Context: an optimization exercise on an open-source flow, tuned for small area. The choices shown serve that exercise and are no tape-out recipe. Where RTL was checked, it was by simulation tests only, not by an equivalence proof against the original. No functional check of the RTL was part of run 2. Power and IR drop assume default switching activity.

==> flow/design.v (outline; a module is shown in full before it is edited, if it fits) <==
// module mc6809i: 2459 lines
module mc6809i
#(
    parameter ILLEGAL_INSTRUCTIONS="GHOST"
) 
(
    input   clk,
    input   [7:0]  D,
    output  [7:0]  DOut,
    output  [15:0] ADDR,
    output  RnW,
    output  BS,
    output  BA,
    input   nIRQ,
    input   nFIRQ,
    input   nNMI,
    output  AVMA,
    output  BUSY,
    output  LIC,
    input   nHALT,
    input   nRESET,
    input   nDMABREQ
);
  // ...
==> flow/flow/run.sh <==
#!/bin/bash
# Own flow: the standard layout, with the synthesis step's ABC mapping script
# replaced by an area-oriented one (see synth_area.tcl). Everything after synthesis
# is standard.sh unchanged.
set -euo pipefail
W=$(pwd)
export AREA_ABC_SCRIPT=$W/flow/area.abc
# standard.sh with its synthesis script pointed at flow/synth_area.tcl
sed "s#SYNTH_SCRIPT=[^ ]*#SYNTH_SCRIPT=$W/flow/synth_area.tcl #" standard.sh > area_standard.sh
grep -q "synth_area.tcl" area_standard.sh
bash area_standard.sh synth > synth.log 2>&1
bash standard.sh > layout.log 2>&1
test -f out/final.def
==> flow/flow/area.abc <==
strash
ifraig
scorr
dc2
dretime
strash
&get -n
&dch -f
&nf -R 1000
&put
strash
ifraig
dc2
strash
&get -n
&dch -f
&nf -R 1000
&put
==> flow/flow/synth_area.tcl <==
# The standard synthesis (synth_recipe.tcl), with one change: the technology mapping runs
# an area-oriented ABC script (flow/area.abc) in place of ORFS's abc_*.script.
# Registers come from the steps before ABC, so they are the standard synthesis's.
proc synth {args} { yosys synth -nofsm -noshare {*}$args }
proc abc {args} {
  set i [lsearch -exact $args -script]
  if {$i >= 0} {
    lset args [expr {$i + 1}] $::env(AREA_ABC_SCRIPT)
  }
  yosys abc {*}$args
}
source $::env(SCRIPTS_DIR)/synth.tcl
# left out here: clear keep_hierarchy, flatten, clean up, hide names made inside functions, write 1_2_yosys.v
==> flow/standard.sh <==
#!/bin/bash
# synth_recipe.tcl (not shown) runs the flow's synth.tcl, then flattens the netlist and writes it again
# the make line also repeats each setting of config.mk as NAME=value (left out here)
make -C /OpenROAD-flow-scripts/flow DESIGN_CONFIG=/design/flow/config.mk WORK_HOME=/design/flow/orfs CLKGATE_MAP_FILE= SYNTH_SCRIPT=/design/flow/synth_recipe.tcl "${@:-finish}"
==> flow/config.mk <==
export PLATFORM = sky130hd
export DESIGN_NAME = mc6809i
export DESIGN_NICKNAME = mc6809i
export VERILOG_FILES = /design/flow/design.v
export SDC_FILE = /design/flow/constraint.sdc
export NUM_CORES = 4
export LEC_CHECK = 0
export CAP_MARGIN = 20
export CORE_MARGIN = 2
export CORE_UTILIZATION = 40
export PLACE_DENSITY = 0.55
export SLEW_MARGIN = 20
==> flow/constraint.sdc <==
create_clock -name core_clock -period 15.0 [get_ports {clk}]
set_input_delay 3.0000 -clock core_clock [delete_from_list [all_inputs] [get_ports {clk}]]
set_output_delay 3.0000 -clock core_clock [all_outputs]
set_load 0.01 [all_outputs]
==> metrics.yaml, run 1 <==
power_and_ir_drop:
  power.leakage_uw: 0.007883
  ir_drop_mv: 0.1805
  pwr-share-seq_pct: 18.7
  powerDensity_nw_per_um2: 216.8
yosys:
  synth.area.mux_share_pct: 1.309
  synth_fp_nets: 2876
  synth_cell_types: 63
  synth_xor_area_share_pct: 3.395
  yosysSeqAreaShare_pct: 22.16
  yosys.area.top_type: "dfxtp_1"
  synth-edff-count: 35
timing:
  rsz0062_at_grt: "no"
  fin_skew_ps: 17.92
  setup_viol: 0
  finalHoldViolCount: 0
  fin_setup_tns_ps: 0
cts:
  cts_setup_buffers: 0
  cts.sinks: 191
  cts_inserted_buffers: 17
  cts-resized-gates: 0
  cts_buffer_depth: 2
  cts_hold_buf: 0
global_route:
  use_met1_pct: 60.64
  grt_use_met2_pct: 63.42
placed_design:
  dp_cells: 3528
  place_area_um2: 20750
worst_setup_path:
  critPathLaunch: "Inst1[7]"
  critical_path_depth: 34
  worstSetupEndpointType: "output pin"
  timing.rr.start: "Inst1[6]"
  cpMostUsedCell: "a21oi_1"
  start_kind: "flip-flop"
  cp_slowest_cell: "edfxtp_1"
  worstPathRequired_ps: 12000
  cpPeakStageDelay_ps: 900
final_layout:
  largest_class: "multi-input gates"
  layout-drive-gt1-share_pct: 4.704
  num_antenna_cells: 5
drt:
  viasPerCell: 7.513
  dr_wl_met3_mm: 21.86
  highest_layer: "met5"
outcome:
  status: "finished clean"
worst_hold_path:
  holdCritStartpoint: "FIRQSample"
  holdCritPathClass: "flip-flop to flip-flop"
  worstHoldPathCells: 0
==> run 2: changes to the inputs <==
--- a/flow/design.v
+++ b/flow/design.v
@@ -327,29 +327,33 @@
     assign IllegalInstructionState = CPUSTATE_STOP;
 end
 else
 begin
     assign IllegalInstructionState = 7'd0;
 end
 endgenerate
 reg rnRESET;  
-reg     [15:0]  s_cmp;
-reg             s_cmp_en;
-wire    nmi_unmask = s_cmp_en && (s != s_cmp) && (CpuState != CPUSTATE_RESET);
+wire    nmi_unmask = (s_nxt != 16'HFFFD) && (CpuState != CPUSTATE_RESET);
+wire    nmi_edge = (NMISample2 == 1) && (NMISample == 0);
+reg     NMIPend;
+reg     tfr_window;
 wire NMIClear_new = rnRESET ? NMIClear_nxt : 1'b0;
 wire NMIMask_new  = rnRESET ? (nmi_unmask ? 1'b0 : NMIMask) : 1'b1;
 always @(posedge clk)
 begin
     if (rnRESET == 0)
         NMILatched <= 1;
     else if (NMIClear_new == 1)
         NMILatched <= 1;
-    else if ((NMISample2 == 1) && (NMISample == 0))
+    else if (nmi_edge)
         NMILatched <= NMIMask_new;
+    else if (nmi_unmask && NMIPend)
+        NMILatched <= 0;
+    NMIPend <= tfr_window & (NMIPend | (nmi_edge & NMIMask));
 end
 always @(posedge clk)
 begin
     NMISample <= nNMI;
     IRQSample <= nIRQ;
     FIRQSample <= nFIRQ;
     HALTSample <= nHALT;
     DMABREQSample <= nDMABREQ;
@@ -1241,28 +1245,30 @@
     case (ns)
         NS_IRQ_DC2:   NSState = CPUSTATE_IRQ_DONTCARE2;
         NS_CWAI_POST: NSState = CPUSTATE_CWAI_POST;
         default:      NSState = CPUSTATE_FETCH_I1;
     endcase
 end
 endfunction
 wire [6:0] NextStateFull = NSState(NextState);
+wire    stk_u   = (NextState == NS_FETCH_I1) && (Inst1[7:2] == 6'b001101) && Inst1[1];
+wire    stk_irq = (NextState == NS_IRQ_DC2) && ~IntType[2] && ~(IntType[1] & IntType[0]);
 reg     [3:0]   psh_code;
 reg             psh_any;
 reg             psh_16;
 reg     [7:0]   psh_clr;         
 always @(*)
 begin
     psh_any = 1'b1;
     psh_16 = 1'b0;
     psh_code = 4'hF;
     psh_clr = tmp[7:0];
     if (tmp[7])      begin psh_code = 4'h5; psh_16 = 1'b1; psh_clr[7] = 1'b0; end
-    else if (tmp[6]) begin psh_code = tmp[14] ? 4'h4 : 4'h3; psh_16 = 1'b1; psh_clr[6] = 1'b0; end
+    else if (tmp[6]) begin psh_code = stk_u ? 4'h4 : 4'h3; psh_16 = 1'b1; psh_clr[6] = 1'b0; end
     else if (tmp[5]) begin psh_code = 4'h2; psh_16 = 1'b1; psh_clr[5] = 1'b0; end
     else if (tmp[4]) begin psh_code = 4'h1; psh_16 = 1'b1; psh_clr[4] = 1'b0; end
     else if (tmp[3]) begin psh_code = 4'hB; psh_clr[3] = 1'b0; end
     else if (tmp[2]) begin psh_code = 4'h9; psh_clr[2] = 1'b0; end
     else if (tmp[1]) begin psh_code = 4'h8; psh_clr[1] = 1'b0; end
     else if (tmp[0]) begin psh_code = 4'hA; psh_clr[0] = 1'b0; end
     else psh_any = 1'b0;
 end
@@ -1277,31 +1283,28 @@
     pul_code = 4'hF;
     pul_clr = tmp[7:0];
     if (tmp[0])      begin pul_code = 4'hA; pul_clr[0] = 1'b0; end
     else if (tmp[1]) begin pul_code = 4'h8; pul_clr[1] = 1'b0; end
     else if (tmp[2]) begin pul_code = 4'h9; pul_clr[2] = 1'b0; end
     else if (tmp[3]) begin pul_code = 4'hB; pul_clr[3] = 1'b0; end
     else if (tmp[4]) begin pul_code = 4'h1; pul_16 = 1'b1; pul_clr[4] = 1'b0; end
     else if (tmp[5]) begin pul_code = 4'h2; pul_16 = 1'b1; pul_clr[5] = 1'b0; end
-    else if (tmp[6]) begin pul_code = tmp[14] ? 4'h4 : 4'h3; pul_16 = 1'b1; pul_clr[6] = 1'b0; end
+    else if (tmp[6]) begin pul_code = stk_u ? 4'h4 : 4'h3; pul_16 = 1'b1; pul_clr[6] = 1'b0; end
     else if (tmp[7]) begin pul_code = 4'h5; pul_16 = 1'b1; pul_clr[7] = 1'b0; end
     else pul_any = 1'b0;
 end
 reg     pc_inc;          
 reg     pc_ldadd;        
 reg     pc_ldea;         
 reg     sp_upd;          
 reg     cc_alu8;         
 reg     cc_alu16;        
 reg     cc_ld16;
 reg     cc_lea;          
-reg     s_tfr;
-reg     [15:0] s_tfr_val;
-reg     s_tfr_tgt;
 always @(*)
 begin
     rLIC       =  1'b0;
     rAVMA      =  1'b1;
     rBUSY      =  1'b0;
     BS_nxt     =  1'b0;
     BA_nxt     =  1'b0;
     RnWOut     =  1'b1;
@@ -1336,19 +1339,18 @@
     pc_inc = 1'b0;
     pc_ldadd = 1'b0;
     pc_ldea = 1'b0;
     sp_upd = 1'b0;
     cc_alu8 = 1'b0;
     cc_alu16 = 1'b0;
     cc_ld16 = 1'b0;
     cc_lea = 1'b0;
-    s_tfr = 1'b0;
-    s_tfr_val = R16;
-    s_tfr_tgt = 1'b0;
+    tfr_window = (CpuState == CPUSTATE_TFR_DONTCARE1) || (CpuState == CPUSTATE_EXG_DONTCARE1) ||
+                 (CpuState == CPUSTATE_EXG_DONTCARE2);
     a_nxt = a;
     b_nxt = b;
     x_nxt = x;
     y_nxt = y;
     u_nxt = u;
     s_nxt = s;
     pc_nxt = pc;
     dp_nxt = dp;
@@ -1511,17 +1513,22 @@
                 begin
                     tmp_nxt = 16'H1001;
                     CpuState_nxt = CPUSTATE_PUL_ACTION;
                     NextState_nxt = NS_FETCH_I1;
                 end
                 else if (Inst1 == OPCODE_INH_SWI)
                     CpuState_nxt = CPUSTATE_SWI_START;
                 else if (Inst1 == OPCODE_INH_CWAI)
+                begin
+                    ALU_OP = ALUOP_AND;
+                    ALU_A = cc;
+                    wcode = 4'hA; wlo = 1'b1; wsrc = WS_ALU;
                     CpuState_nxt = CPUSTATE_CWAI;
+                end
                 else if (Inst1 == OPCODE_INH_SEX)
                 begin
                     wcode = 4'h8; wlo = 1'b1; wsrc = WS_SEX;
                     rLIC = 1'b1;
                 end
                 else if (Inst1 == OPCODE_INH_ABX)
                 begin
                     rcode = 4'h1;
@@ -1542,22 +1549,26 @@
                 end
             end
             TYPE_IMMEDIATE:
             begin
                 if (IsSpecialImmediate)
                 begin
                     if (Inst1 == OPCODE_IMM_ANDCC)
                     begin
-                        cc_nxt = cc & D;
+                        ALU_OP = ALUOP_AND;
+                        ALU_A = cc;
+                        wcode = 4'hA; wlo = 1'b1; wsrc = WS_ALU;
                         CpuState_nxt = CPUSTATE_CC_DONTCARE;
                     end
                     else if (Inst1 == OPCODE_IMM_ORCC)
                     begin
-                        cc_nxt = cc | D;
+                        ALU_OP = ALUOP_OR;
+                        ALU_A = cc;
+                        wcode = 4'hA; wlo = 1'b1; wsrc = WS_ALU;
                         CpuState_nxt = CPUSTATE_CC_DONTCARE;
                     end
                     else if ((Inst1 == OPCODE_IMM_PSHS) | (Inst1 == OPCODE_IMM_PSHU))
                     begin
                         tmp_nxt = {1'b0, Inst1[1], 6'H00, D};
                         rAVMA = 1'b0;
                         CpuState_nxt = CPUSTATE_PSH_DONTCARE1;
                         NextState_nxt = NS_FETCH_I1;
@@ -1566,29 +1577,23 @@
                     begin
                         tmp_nxt = {1'b0, Inst1[1], 6'H00, D};
                         rAVMA = 1'b0;
                         CpuState_nxt = CPUSTATE_PUL_DONTCARE1;
                         NextState_nxt = NS_FETCH_I1;
                     end
                     else if (Inst1 == OPCODE_IMM_TFR)
                     begin
-                        rcode = D[7:4];
-                        s_tfr = 1'b1;
-                        s_tfr_val = (D[7:4] == 4'h5) ? inc_out : R16;
-                        s_tfr_tgt = (D[3:0] == 4'h4);
+                        tfr_window = 1'b1;
                         rAVMA = 1'b0;
                         CpuState_nxt = CPUSTATE_TFR_DONTCARE1;
                     end
                     else if (Inst1 == OPCODE_IMM_EXG)
                     begin
-                        rcode = (D[3:0] == 4'h4) ? D[7:4] : D[3:0];
-                        s_tfr = 1'b1;
-                        s_tfr_val = (rcode == 4'h5) ? inc_out : R16;
-                        s_tfr_tgt = (D[3:0] == 4'h4) || (D[7:4] == 4'h4);
+                        tfr_window = 1'b1;
                         rAVMA = 1'b0;
                         CpuState_nxt = CPUSTATE_EXG_DONTCARE1;
                     end
                 end
                 else if (Is8BitInst)
                 begin
                     cc_alu8 = 1'b1;
                     if (ALU8Writeback)
@@ -2144,24 +2149,24 @@
         CpuState_nxt = (CpuState == CPUSTATE_PSH_DONTCARE1) ? CPUSTATE_PSH_DONTCARE2 : CPUSTATE_PUL_DONTCARE2;
     end
     CPUSTATE_PSH_DONTCARE2:
         CpuState_nxt = CPUSTATE_PSH_DONTCARE3;
     CPUSTATE_PUL_DONTCARE2:
         CpuState_nxt = CPUSTATE_PUL_ACTION;
     CPUSTATE_PSH_DONTCARE3:
     begin
-        sp_u = tmp[14];
+        sp_u = stk_u;
         inc_sel = INC_SP;
         addr_nxt = inc_in;
         CpuState_nxt = CPUSTATE_PSH_ACTION;
     end
     CPUSTATE_PSH_ACTION:
     begin
-        sp_u = tmp[14];
+        sp_u = stk_u;
         inc_sel = INC_SP;
         inc_dec = 1'b1;
         rcode = psh_code;
         dhi = tmp[15];
         if (psh_any)
         begin
             addr_nxt = inc_out;
             sp_upd = 1'b1;
@@ -2169,46 +2174,46 @@
             if (psh_16 & ~tmp[15])
                 tmp_nxt[15] = 1'b1;
             else
             begin
                 tmp_nxt[7:0] = psh_clr;
                 tmp_nxt[15] = 1'b0;
             end
         end
-        if (tmp[13])
+        if (stk_irq)
             rLIC = 1'b1;
         if (tmp_nxt[7:0] == 8'H00)
         begin
             if (NextState == NS_FETCH_I1)
                 rLIC = 1'b1;
             else
                 rAVMA = 1'b0;
             CpuState_nxt = NextStateFull;
         end
     end
     CPUSTATE_PUL_ACTION:
     begin
-        sp_u = tmp[14];
+        sp_u = stk_u;
         inc_sel = INC_SP;
         addr_nxt = inc_in;
         if (pul_any)
         begin
             sp_upd = 1'b1;
             wcode = pul_code; wsrc = WS_D;
             whi = pul_16 & ~tmp[15];
             wlo = ~(pul_16 & ~tmp[15]);
             if (pul_16 & ~tmp[15])
                 tmp_nxt[15] = 1'b1;
             else
             begin
                 tmp_nxt[7:0] = pul_clr;
                 tmp_nxt[15] = 1'b0;
             end
-            if (tmp[0] & tmp[12])
+            if (tmp[0] & (Inst1 == OPCODE_INH_RTI))
                 tmp_nxt[7:0] = D[CC_E_BIT] ? 8'HFE : 8'H80;
         end
         else
         begin
             if (NextState == NS_FETCH_I1)
                 rLIC = 1'b1;
             else
                 rAVMA = 1'b0;
@@ -2353,17 +2358,17 @@
         BA_nxt = 1'b1;
         rLIC = 1'b1;
         if (HALTSample2)
             CpuState_nxt = CPUSTATE_HALT_EXIT2;
     end
     CPUSTATE_CWAI:
     begin
         addr_nxt = inc_in;
-        cc_nxt = {1'b1, (cc[6:0] & Inst2[6:0])};
+        cc_nxt[CC_E_BIT] = 1'b1;
         tmp_nxt = 16'H00FF;
         NextState_nxt = NS_CWAI_POST;
         rAVMA = 1'b0;
         CpuState_nxt = CPUSTATE_CWAI_DONTCARE1;
     end
     CPUSTATE_CWAI_DONTCARE1:
         CpuState_nxt = CPUSTATE_PSH_ACTION;
     CPUSTATE_CWAI_POST:
@@ -2441,20 +2446,10 @@
         x_nxt = 16'H0000;
         y_nxt = 16'H0000;
         s_nxt = 16'HFFFD;
         u_nxt = 16'H0000;
         cc_nxt = CC_F | CC_I;
         dp_nxt = 8'H00;
         ea_nxt = 16'HFFFF;
     end
-    if (s_tfr)
-    begin
-        s_cmp = s_tfr_val;
-        s_cmp_en = s_tfr_tgt;
-    end
-    else
-    begin
-        s_cmp = s_nxt;
-        s_cmp_en = 1'b1;
-    end
 end
 endmodule
==> flow/flow/run.sh (replaced) <==
#!/bin/bash
# Own flow: the standard layout (standard.sh) with two changes:
#  - synthesis maps with an area-oriented ABC script (synth_area.tcl, area.abc);
#    everything before ABC, and so every register, is the standard synthesis's;
#  - the port buffers that placement inserts on every input and output are buf_1.
# Each step's full tool output is in orfs/logs/; make's output in synth.log and layout.log.
set -euo pipefail
W=$(pwd)
export AREA_ABC_SCRIPT=$W/flow/area.abc
export BUFFER_PORTS_ARGS="-buffer_cell sky130_fd_sc_hd__buf_1"
sed "s#SYNTH_SCRIPT=[^ ]*#SYNTH_SCRIPT=$W/flow/synth_area.tcl #" standard.sh > area_standard.sh
grep -q "synth_area.tcl" area_standard.sh
bash area_standard.sh synth > synth.log 2>&1
bash standard.sh > layout.log 2>&1
test -f out/final.def
==> flow/flow/area.abc (replaced) <==
strash
ifraig
scorr
dc2
dretime
strash
ifraig
dc2
strash
&get -n
&dch -f
&nf -R 1000
&put
strash
ifraig
dc2
strash
&get -n
&dch -f
&nf -R 1000
&put
strash
ifraig
dc2
strash
&get -n
&dch -f
&nf -R 1000
&put
strash
ifraig
dc2
strash
&get -n
&dch -f
&nf -R 1000
&put
strash
ifraig
dc2
strash
&get -n
&dch -f
&nf -R 1000
&put
==> flow/config.mk (replaced) <==
export PLATFORM = sky130hd
export DESIGN_NAME = mc6809i
export DESIGN_NICKNAME = mc6809i
export VERILOG_FILES = /design/flow/design.v
export SDC_FILE = /design/flow/constraint.sdc
export NUM_CORES = 4
export LEC_CHECK = 0
export CAP_MARGIN = 20
export CORE_MARGIN = 2
export CORE_UTILIZATION = 45
export CTS_BUF_LIST = sky130_fd_sc_hd__clkbuf_8
export GPL_TIMING_DRIVEN = 0
export PLACE_DENSITY = 0.6
export SLEW_MARGIN = 20
==> run 2 against run 1 <==
Still clean on timing, DRC and antenna. Area after synthesis decreased by 4.2%. Combinational power decreased by 24%. Wire length decreased by 9.9%. Sequential share of layout area rose by 1.4 points. Via count is 7.2% lower. Register-to-register slack got worse by 710 ps. Non-clock buffer count down 69. Global-route usage up 4.0 points. Synthesized cell count down 5.1%. Utilization up 3.7 points. First-iteration DRC count down 7.0%. Design area shrank 8.0%. Largest power group unchanged.
==> metrics.yaml, run 2 <==
timing:
  tightestPinTransition_ps: 1283
  fin_skew_ps: 24.85  # +6.926 ps
  finalCritPeriodShare_pct: 91.78
  relSlewSlack_pct: 13.57
  fin_ws_ps: 1234
  setup_viol: 0  # unchanged
  rsz0062_at_grt: "no"
  fin_setup_tns_ps: 0  # unchanged
  finalHoldViolCount: 0  # unchanged
  final_max_slew_viol_count: 0
  timing.fmax_mhz: 72.64
  finalCriticalPeriod_ps: 13770
yosys:
  synth_fp_nets: 2733  # -5.0%
  yosysWarningCount: 1
  synthArstFlopShare_pct: 0
  yosysSeqAreaShare_pct: 22.75  # +0.59 points
  syn-cell-area_um2: 18040
  syn_avg_cell_area_um2: 6.821
  synth_cell_types: 66  # +4.8%
  synth-edff-count: 32  # -8.6%
  synthCells: 2645
  synthTopCellsByArea: "dfxtp_1 (17%), nor2_1 (8.9%), o21ai_0 (8.6%)"
  ys_ff_latch: 189
  synthTopCellsByCount: "nor2_1 (428), o21ai_0 (309), nand2_1 (307)"
  synth_most_common_cell: "nor2_1"
  synth.top_cell.area_share_pct: 17.42
  yosys_most_used_dff: "dfxtp_1"
  yosys.area.top_type: "dfxtp_1"
die:
  ios: 45
  chipWidth_um: 204.2
  start_util_pct: 45.51
  rows: 73
  core_area_um2: 39640
  die_y_um: 204.2
  dieArea_um2: 41710
cts:
  cts_buffer_depth: 2  # unchanged
  clkTransAtPathRegs_ps: 100
  clk_latency_ps: 600
  cts_inserted_buffers: 17  # unchanged
  cts.sinks: 189  # -1.0%
  root_buffer: "clkbuf_8"
  cts_tree: "done"
  cts-resized-gates: 0  # unchanged
  cts_hold_buf: 0  # unchanged
  cts_setup_buffers: 0  # unchanged
  h-tree-depth: 4
worst_setup_path:
  start_kind: "flip-flop"
  worst-path-max-fanout: 31
  cpPeakStageDelay_ps: 970  # +70 ps
  crit_type: "flip-flop to output pin"
  cp_data_arrival_time_ps: 10770
  worstSetupEndpointType: "output pin"
  cpMostUsedCell: "a21oi_1"
  cp_slowest_cell: "ha_1"
  timing.rr.start: "Inst1[3]"
  critPathLaunch: "Inst1[0]"
  reg2reg_depth: 38
  worstReg2RegEnd: "NMILatched"
  worstPathRequired_ps: 12000  # about the same
  r2r_slack_ps: 2320
power_and_ir_drop:
  ir_drop_mv: 0.1203  # -33%
  powerDensity_nw_per_um2: 190.9  # -12%
  power.leakage_uw: 0.007178  # -8.9%
placed_design:
  place_ws_ps: 2520
  place_area_um2: 19250  # -7.2%
  hpwl_mm: 84.26
  gp_congestion: 1.111
  numPortBuffers: 44
  dp_cells: 3234  # -8.3%
global_route:
  grt_max_degree: 69
  antenna_found_initial: 4
  track_usage_pct: 51.54
  grt_pass1_wl_mm: 155.6
  grt_pass1_vias: 22365
  grt.overflow.total: 0
final_layout:
  layout-drive-gt1-share_pct: 3.755  # -0.95 points
  seq_area_um2: 4105
  multi_input_area_um2: 13770
  syn2layout_area_growth_pct: 9.099
  postLayoutCoreUtil_pct: 49.65
  fin_cells: 3270
  fillers: 4169
  final_cell_mix: "nor2_1 (412), nand2_1 (306), o21ai_0 (305)"
  nNetsFinal: 2818
  final_area_um2: 19680
  final_common_cell: "nor2_1"
drt:
  final_antenna_net_count: 0
  via_count: 24871
  route.detailed.drc: 0
  dr.pass1.iters: 11
  viasPerCell: 7.606  # +1.2%
  drt_iter0_markers: 5358
  wl_per_cell_um: 33.56
  routed_wl_mm: 109.7
flow_run:
  drv_cap: 0
worst_hold_path:
  worstHoldPathCells: 0  # unchanged
  worstHoldEndpoint: "FIRQSample2"
  holdCritStartpoint: "FIRQSample"
  holdCritPathClass: "flip-flop to flip-flop"
outcome:
  status: "finished clean"
run 2: metal layers:
layer	GRT usage, %	part of all wire, %
met1	63.09	35
met2	73.67	40
met3	19.04	15
met4	37.86	9.7
met5	0	0.13
run 2: how the worst max path moves through the flow:
stage	end	depth (start not counted)	slack, ps
after floorplan	ADDR[15]	29	5560
after CTS	ADDR[15]	31	1840
final	ADDR[15]	31	1230
after global routing	ADDR[15]	31	990
after global placement	NMILatched	35	2370
after detailed placement	ADDR[15]	31	2520
run 2: critical path, delay by kind of cell (launching register included):
kind,cells,cell delay (ps)
buffers and inverters,3,840
AO/OA/AOI/OAI,20,4620
flip-flops,1,810
adder cells (fa/ha/maj),2,1300
XOR/XNOR,1,370
AND/OR/NAND/NOR,5,2220
run 2: report_power, final:
part / leakage [µW] / internal [µW] / total, µW / switching (µW)
Clock: 0.000195 / 137 / 364 / 227
Sequential: 0.00156 / 622 / 912 / 290
Combinational: 0.00542 / 687 / 2480 / 1790
run 2: final cells by class:
type | instances | share of cell area [%]
clock buffer | 17 | 1.189
tap | 525 | 3.337
multi-input combinational | 2351 | 69.97
sequential | 189 | 20.86
buffer | 3 | 0.05721
clock inverter | 15 | 0.7501
inverter | 102 | 1.945
antenna | 2 | 0.02543
timing repair buffer | 66 | 1.869
run 2: cells by family (layout without fill, tap and decap cells):
family,Yosys count,count (layout),synth area share (%)
AO/OA/AOI/OAI,1025,1025,36.04
buffers and inverters,105,203,2.185
multiplexers,20,20,1.137
other,0,2,0
XOR/XNOR,54,54,2.622
AND/OR/NAND/NOR,1179,1179,30.00
flip-flops,189,189,22.75
adder cells (fa/ha/maj),73,73,5.271
run 2: metrics by stage:
step	hold slack [ps]	power (µW)
after floorplan	309.6	2113
after global placement	311.3	3091
after detailed placement	314.3	3188
after CTS	340.5	3551
after global routing	349.0	3844
final	337.7	3757

-- separate check: timing with driven ports --
In the flow no input, the clock included, has a driving cell. The finished layouts below were timed again as built, in two steps. Step 1 assumes that a clkbuf_16 drives the clock port and a buf_2 every other input. Step 2 also shifts input and output timing later by t, the mid clock arrival at the registers, as if the neighbouring blocks saw the same clock. a / b / c = ideal / step 1 / step 2; a / b = the first two.
run	shift t [ns]	setup WS [ns]	clock arrival spread, ns	worst register clock-pin slew, ns	worst data-port slew with drivers (ns)
run 1	0.588	2.585 / 2.519 / 2.926	0.018 / 0.018	0.09 / 0.09	0.04
run 2	0.643	1.234 / 1.177 / 1.821	0.025 / 0.025	0.12 / 0.12	0.04
After both steps every run listed still meets setup and hold.
